Context: an optimization exercise on an open-source flow, tuned for small area, a short achievable clock period and few clock cycles per item. The choices shown serve that exercise and are no tape-out recipe.
Where RTL was checked, it was by simulation tests only, not by an equivalence proof against the original.
Power and IR drop assume default switching activity.

## multiplier
module multiplier(
    input clk,
    input logic valid_in,
    input logic[31:0] a,
    input logic[31:0] b,
    output logic valid_out,
    output logic[63:0] r
);
Size in the first run: roughly 2,700 cells after synthesis, about 110 flip-flops, ~27,000 um^2 of cells after synthesis.
==> flow/config.mk <==
export PLATFORM = sky130hd
export DESIGN_NAME = multiplier
export DESIGN_NICKNAME = multiplier
export VERILOG_FILES = /design/flow/design.v
export SDC_FILE = /design/flow/constraint.sdc
export NUM_CORES = 4
export LEC_CHECK = 0
export ABC_CLOCK_PERIOD_IN_PS = 3000
export CAP_MARGIN = 20
export CORE_MARGIN = 2
export CORE_UTILIZATION = 60
export SETUP_SLACK_MARGIN = 2.5
export SLEW_MARGIN = 20
==> flow/constraint.sdc <==
create_clock -name core_clock -period 8.0 [get_ports {clk}]
set_input_delay 1.6000 -clock core_clock [delete_from_list [all_inputs] [get_ports {clk}]]
set_output_delay 1.6000 -clock core_clock [all_outputs]
set_load 0.01 [all_outputs]
standard.sh (not shown) runs the stock make flow with config.mk's settings and CLKGATE_MAP_FILE= SYNTH_SCRIPT=/design/flow/synth_recipe.tcl, a recipe that flattens the netlist after the stock synthesis.
==> flow/flow/run.sh <==
#!/bin/bash
# The standard layout, with two changes to how it is made:
# - Yosys's generic abc pass in synth's fine stage is skipped (SYNTH_ARGS=-noabc)
#   so that extract_fa maps the RTL's carry-save full adders to adder cells
#   without inverters between them; the final abc mapping is unchanged.
# - every input and output port is still buffered, but with sky130_fd_sc_hd__buf_4
#   instead of the slow delay buffer buffer_ports picks by default.
set -euo pipefail
cd "$(dirname "$0")/.."
bash standard.sh SYNTH_ARGS=-noabc "BUFFER_PORTS_ARGS=-buffer_cell sky130_fd_sc_hd__buf_4" finish > standard_make.log 2>&1
Edit:
--- a/flow/design.v
+++ b/flow/design.v
@@ -4408,30 +4408,30 @@
     assign s2195 = s1959 ^ c2072 ^ s2073;
     assign c2196 = (s1959 & c2072) | (s1959 & s2073) | (c2072 & s2073);
     assign s2197 = c1960 ^ s2075 ^ c2074;
     assign c2198 = (c1960 & s2075) | (c1960 & c2074) | (s2075 & c2074);
     assign s2199 = p1118 ^ c2076 ^ s2077;
     assign c2200 = (p1118 & c2076) | (p1118 & s2077) | (c2076 & s2077);
     assign s2201 = p1119 ^ s2079 ^ c2078;
     assign c2202 = (p1119 & s2079) | (p1119 & c2078) | (s2079 & c2078);
     assign s2203 = ns1120 ^ p1152 ^ c2080;
     assign c2204 = (ns1120 & p1152) | (ns1120 & c2080) | (p1152 & c2080);
     assign x = {s2203, c2200, s2199, c2196, c2194, s2193, c2190, c2188, c2186, c2184, s2183, c2180, c2178, c2176, c2174, c2172, c2170, c2168, s2167, c2164, c2162, c2160, c2158, c2156, c2154, c2152, c2150, c2148, c2146, c2144, c2142, c2140, c2138, c2136, c2134, c2132, c2130, c2128, c2126, c2124, c2122, c2120, c2118, c2116, c2114, c2112, c2110, c2108, c2106, c2104, c2102, c2100, c2098, c2096, c2094, c2092, c2090, c2088, c2086, c2084, c2082, p39, p38, neg3};
     assign y = {c2202, s2201, c2198, s2197, s2195, c2192, s2191, s2189, s2187, s2185, c2182, s2181, s2179, s2177, s2175, s2173, s2171, s2169, c2166, s2165, s2163, s2161, s2159, s2157, s2155, s2153, s2151, s2149, s2147, s2145, s2143, s2141, s2139, s2137, s2135, s2133, s2131, s2129, s2127, s2125, s2123, s2121, s2119, s2117, s2115, s2113, s2111, s2109, s2107, s2105, s2103, s2101, s2099, s2097, s2095, s2093, s2091, s2089, s2087, s2085, s2083, s2081, 1'b0, p37};
-    wire [16:0] lo;
-    assign lo = {1'b0, x[15:0]} + {1'b0, y[15:0]};
-    logic [16:0] lr;
-    logic [63:16] xr, yr;
+    wire [12:0] lo;
+    assign lo = {1'b0, x[11:0]} + {1'b0, y[11:0]};
+    logic [12:0] lr;
+    logic [63:12] xr, yr;
     logic v;
     always_ff @(posedge clk) begin
         if (valid_in) begin
             lr <= lo;
-            xr <= x[63:16];
-            yr <= y[63:16];
+            xr <= x[63:12];
+            yr <= y[63:12];
             v <= 1'b1;
         end
     end
     assign valid_out = v;
-    wire [48:0] hi;
-    assign hi = {xr, lr[16]} + {yr, lr[16]};
-    assign r = {hi[48:1], lr[15:0]};
+    wire [52:0] hi;
+    assign hi = {xr, lr[12]} + {yr, lr[12]};
+    assign r = {hi[52:1], lr[11:0]};
 endmodule
Outcome: Combinational power barely changes. Sequential power goes up by about 7%. Final cell count is higher by about 0.46%. Worst setup slack gains 0.016 ns. Power grows by 1.8%. Final area went up by about 0.54%. Utilization rose by 0.22 points. Global-route usage rises by 1.1 points. Non-clock buffer count fell by 4.
Testbench counts after the change, summed over its fixed seeds: cycles 16,000, items 16,000.
For the first run of this note, only the layout was checked, not whether the RTL still works.

==> port drivers added, routing unchanged <==
In the flow no input, the clock included, has a driving cell. The finished layouts below were timed again as built, in two steps.
Step 1: set_driving_cell puts a clkbuf_16 on clk and a buf_2 on each other input, an assumption about the parent block.
Step 2 times the ports against the registers' clock, not the clock port: input delays grow and output delays shrink by t, the midpoint of the rising clock arrivals with the driver on.
a / b / c = ideal / step 1 / step 2; a / b = the first two.
| run | shift t [ns] | slack for setup (ns) | worst register clock-pin slew, ns |
|---|---|---|---|
| the first run | 0.550 | 2.489 / 2.460 / 1.925 | 0.06 / 0.06 |
| the second run | 0.538 | 2.505 / 2.513 / 1.975 | 0.07 / 0.07 |
After both steps every run listed still meets setup and hold. For the first run, which loses most, drivers alone change the setup slack by -0.029 ns; drivers and shift together by -0.564 ns.
